This design comes from an exercise in tuning for small area on the open sky130 flow, not from production work. At most, simulation tests tie the RTL to the original design; equivalence was not proved. The clock input has no modelled driver; a real chip could not lean on it and would need a root buffer or a full tree.

== job 102 ==
==> flow/design.v <==
module arpreq (
    input transinit_v,
    input [1:0] bresp_v,
    input bvalid_v,
    output bready_v,
    output [12:0] awaddr_Waddr,
    output awvalid_Waddr,
    input awready_Waddr,
    input wready_Wdata,
    output wvalid_Wdata,
    output [3:0] wstrb_Wdata,
    output [31:0] wdata_Wdata,
    input arready_Raddr,
    output arvalid_Raddr,
    output [12:0] araddr_Raddr,
    input [31:0] rdata_Rdata,
    input [1:0] rresp_Rdata,
    output rready_Rdata,
    input rvalid_Rdata,
    input CLK,
    input RST
);
    localparam [2:0] S_IDLE = 3'b000,  
                     S_WS   = 3'b001,  
                     S_RA   = 3'b011,  
                     S_WAIT = 3'b111,  
                     S_LEN  = 3'b101,  
                     S_ST   = 3'b110,  
                     S_POLL = 3'b100;  
    reg awv, wv, arv, rr;   
    reg [2:0] sec;
    reg [3:0] c;            
    reg [31:5] rt;          
    wire idle = ~sec[2] & ~sec[0];
    wire wsra = ~sec[2] & sec[0];                  
    wire wt = sec[2] & sec[1] & sec[0];
    wire len = sec[2] & ~sec[1] & sec[0];
    wire st = sec[1] & ~sec[0];
    wire hi = sec[2];                              
    wire stp = sec[2] & ~sec[0];                   
    wire [3:0] word = {c[3] | hi, c[2] | hi, c[1] | stp, c[0] | hi};
    assign bready_v = 1'b1;
    assign awvalid_Waddr = awv;
    assign wvalid_Wdata = wv;
    assign arvalid_Raddr = arv;
    assign rready_Rdata = rr;
    assign awaddr_Waddr = {2'b00, {5{hi}}, word, 2'b00};
    assign araddr_Raddr = {2'b00, {5{hi}}, word, 2'b00};
    assign wstrb_Wdata = {{2{~(sec[2] & sec[0])}}, 2'b11};   
    localparam [32*16-1:0] KTAB = {
        32'h00000001, 32'h00000000, 32'h0000002A, 32'h00040000,
        32'h00000000, 32'h00000100, 32'h10AC0000, 32'h00000000,
        32'h020010AC, 32'hCEFA005E, 32'h00000100, 32'h04060008,
        32'h01000608, 32'hCEFA005E, 32'h0000FFFF, 32'hFFFFFFFF};
    reg [31:0] k;
    integer i;
    always @(*) begin
        k = 32'd0;
        for (i = 0; i < 16; i = i + 1)
            if (word == i) k = k | KTAB[32*i +: 32];
    end
    assign wdata_Wdata = {rt, k[4:1] | ({4{sec[1]}} & c), k[0]};
    wire wdone = (awv | wv) & (~awv | awready_Waddr) & (~wv | wready_Wdata);
    wire adone = arv & arready_Raddr;
    wire rdone = rr & rvalid_Rdata;
    wire c3 = ~c[2] & c[1] & c[0];
    wire c10 = c[3] & c[1];
    wire c11 = c[3] & c[1] & c[0];
    wire wcount = wt;
    wire wrap = &c;
    wire wend = wcount & c[1] & c[0] & (rt[8:5] == 4'b0100);
    wire r_wls = sec[0] ^ sec[1];                  
    wire r_ra = ~sec[2] & sec[1];                  
    wire r_poll = sec[2] & ~sec[1] & ~sec[0];      
    wire a_ws = ~sec[2] & ~sec[1];                 
    wire a_ra = ~sec[2] & sec[1];                  
    wire enter_w = (idle & transinit_v) | (rdone & r_wls);
    wire enter_a = wdone | wend | (rdone & ((r_ra & ~c11) | (r_poll & rdata_Rdata[0])));
    always @(posedge CLK) begin
        if (RST) begin
            awv <= 1'b0;
            wv <= 1'b0;
            arv <= 1'b0;
            rr <= 1'b0;
        end else begin
            awv <= enter_w | (awv & ~awready_Waddr);
            wv <= enter_w | (wv & ~wready_Wdata);
            arv <= enter_a | (arv & ~arready_Raddr);
            rr <= adone | (rr & ~rvalid_Rdata);
        end
    end
    always @(posedge CLK) begin
        sec[0] <= ~RST & ((idle & transinit_v) | (sec[0] & ~wend));
        sec[1] <= ~RST & ((adone & a_ws & c10) | (sec[1] & ~wdone));
        sec[2] <= ~RST & ((adone & a_ws & c3) | (rdone & r_ra & c11) |
                          (sec[2] & ~(adone & sec[0]) &
                           ~(rdone & ~sec[1] & ~sec[0] & ~rdata_Rdata[0])));
    end
    wire c_inc = (adone & ((a_ws & ~c10) | a_ra)) | wcount;
    wire c_hold = (~adone & wsra) | len | (st & ~rr);
    wire c_cap = st & rr;
    always @(posedge CLK) begin
        c <= {4{~RST}} & (({4{c_inc}} & (c + 4'd1)) | ({4{c_hold}} & c) |
                          ({4{c_cap}} & rdata_Rdata[4:1]));
    end
    wire st_cap = st & rr;           
    wire st_hold = st & ~rr;         
    wire w_hold = st_hold | (wcount & ~wrap);    
    wire w_step = wcount & wrap;                 
    wire ld = ~wcount;                           
    wire [8:5] lfsr_in = {rt[7:5], ~(rt[8] ^ rt[7])};
    always @(posedge CLK) begin
        rt[31:9] <= ({23{st_cap}} & rdata_Rdata[31:9]) | ({23{st_hold}} & rt[31:9]) | k[31:9];
        rt[8:5] <= ({4{st_cap}} & rdata_Rdata[8:5]) | ({4{w_hold}} & rt[8:5]) |
                   ({4{w_step}} & lfsr_in) | ({4{ld}} & k[8:5]);
    end
endmodule
module arpreq_wrapper (
    input transinit,
    input [1:0] bresp,
    input bvalid,
    output bready,
    output [12:0] awaddr,
    output awvalid,
    input awready,
    input wready,
    output wvalid,
    output [3:0] wstrb,
    output [31:0] wdata,
    input arready,
    output arvalid,
    output [12:0] araddr,
    input [31:0] rdata,
    input [1:0] rresp,
    output rready,
    input rvalid,
    input CLK,
    input RST
);
    arpreq uarpreq (
        .transinit_v(transinit),
        .bresp_v(bresp),
        .bvalid_v(bvalid),
        .bready_v(bready),
        .awaddr_Waddr(awaddr),
        .awvalid_Waddr(awvalid),
        .awready_Waddr(awready),
        .wready_Wdata(wready),
        .wvalid_Wdata(wvalid),
        .wstrb_Wdata(wstrb),
        .wdata_Wdata(wdata),
        .arready_Raddr(arready),
        .arvalid_Raddr(arvalid),
        .araddr_Raddr(araddr),
        .rdata_Rdata(rdata),
        .rresp_Rdata(rresp),
        .rready_Rdata(rready),
        .rvalid_Rdata(rvalid),
        .CLK(CLK),
        .RST(RST)
    );
endmodule
clock: 10.0 ns
lec_check: 0
abc_area: 1
cap_margin: 20
core_margin: 2
core_utilization: 40
slew_margin: 20
standard.sh (not shown) runs the stock make flow with config.mk's settings and CLKGATE_MAP_FILE= SYNTH_SCRIPT=/design/flow/synth_recipe.tcl, a recipe that flattens the netlist after the stock synthesis.
==> flow/flow/run.sh <==
#!/bin/bash
# The standard layout, with three changes:
#  - synthesis maps the logic with flow/area.abc (registers untouched);
#  - port buffers use the smallest buffer cell;
#  - the clock tree is one level of clock buffers (flow/cts_override.tcl).
set -euo pipefail
here=$(pwd)
cp standard.sh standard_sh.txt
# synthesis script: the standard flow's, with the ABC mapping script replaced
{
  echo "source $here/flow/abc_override.tcl"
  cat synth_recipe.tcl
} > my_synth.tcl
sed "s#SYNTH_SCRIPT=[^ ]*#SYNTH_SCRIPT=$here/my_synth.tcl#" standard.sh > my_standard.sh
export AREA_ABC_SCRIPT="$here/flow/area.abc"
export BUFFER_PORTS_ARGS="-buffer_cell sky130_fd_sc_hd__buf_1"
export PRE_CTS_TCL="$here/flow/cts_override.tcl"
export CLK_CLUSTERS=${CLK_CLUSTERS:-4}
export CLK_LEAF_BUF=${CLK_LEAF_BUF:-sky130_fd_sc_hd__clkbuf_4}
export CLK_LEAF_BUF_BIG=${CLK_LEAF_BUF_BIG:-sky130_fd_sc_hd__clkbuf_8}
export CLK_SLEW_UPSIZE=${CLK_SLEW_UPSIZE:-0.125}
bash my_standard.sh > standard.log 2>&1
Other scripts of this flow, unchanged in this note and not shown: flow/flow/abc_override.tcl, flow/flow/area.abc, flow/flow/cts_override.tcl
The inputs of job 103 differ from those of job 102 as listed below.
--- a/flow/design.v
+++ b/flow/design.v
@@ -66,6 +66,5 @@
     wire c3 = ~c[2] & c[1] & c[0];
     wire c10 = c[3] & c[1];
-    wire c11 = c[3] & c[1] & c[0];
-    wire wcount = wt;
+    wire wcount = wt & ~rr;
     wire wrap = &c;
     wire wend = wcount & c[1] & c[0] & (rt[8:5] == 4'b0100);
@@ -76,5 +75,5 @@
     wire a_ra = ~sec[2] & sec[1];                  
     wire enter_w = (idle & transinit_v) | (rdone & r_wls);
-    wire enter_a = wdone | wend | (rdone & ((r_ra & ~c11) | (r_poll & rdata_Rdata[0])));
+    wire enter_a = wdone | wend | (rdone & (r_ra | (r_poll & rdata_Rdata[0])));
     always @(posedge CLK) begin
         if (RST) begin
@@ -93,10 +92,10 @@
         sec[0] <= ~RST & ((idle & transinit_v) | (sec[0] & ~wend));
         sec[1] <= ~RST & ((adone & a_ws & c10) | (sec[1] & ~wdone));
-        sec[2] <= ~RST & ((adone & a_ws & c3) | (rdone & r_ra & c11) |
+        sec[2] <= ~RST & ((adone & ((a_ws & c3) | (a_ra & c10))) |
                           (sec[2] & ~(adone & sec[0]) &
                            ~(rdone & ~sec[1] & ~sec[0] & ~rdata_Rdata[0])));
     end
     wire c_inc = (adone & ((a_ws & ~c10) | a_ra)) | wcount;
-    wire c_hold = (~adone & wsra) | len | (st & ~rr);
+    wire c_hold = (~adone & wsra) | len | (st & ~rr) | (wt & rr);
     wire c_cap = st & rr;
     always @(posedge CLK) begin
[summary]
In the flow results for job 102 and job 103, the total met3 wirelength after detailed routing is smaller on job 102. Job 103 vs job 102, non-clock inverter total of the final layout went up by 1. Compared with job 102, job 103 shows a higher relative slew slack. On routed wire length, job 102 and job 103 are basically level. Number of fill cells for job 103 is lower than for job 102.
Function not checked in job 102: the RTL went through the layout flow alone. In every run of this note, the design's own scripts or RTL, not TritonCTS, make the clock network.

-- separate check: timing with driven ports --
In the flow no input, the clock included, has a driving cell. The finished layouts below were timed again as built, in two steps. Step 1 assumes that a clkbuf_16 drives the clock port and a buf_2 every other input. Step 2 moves the port delays by t, midway between the first and last clock arrival at a register: inputs arrive t later, outputs are due t later. That takes back most of the time a late clock gives input paths. a / b / c = no drivers / after step 1 / after step 2; a / b = the first two.
run | shift t [ns] | slack for setup (ns) | worst hold slack (ns) | worst setup path after step 2
job 102 | 0.210 | 5.413 / 5.364 / 5.574 | 0.489 / 0.489 / 0.489 | register to output
job 103 | 0.209 | 5.394 / 5.343 / 5.553 | 0.490 / 0.490 / 0.490 | register to output
After both steps setup and hold are still met in every run listed.
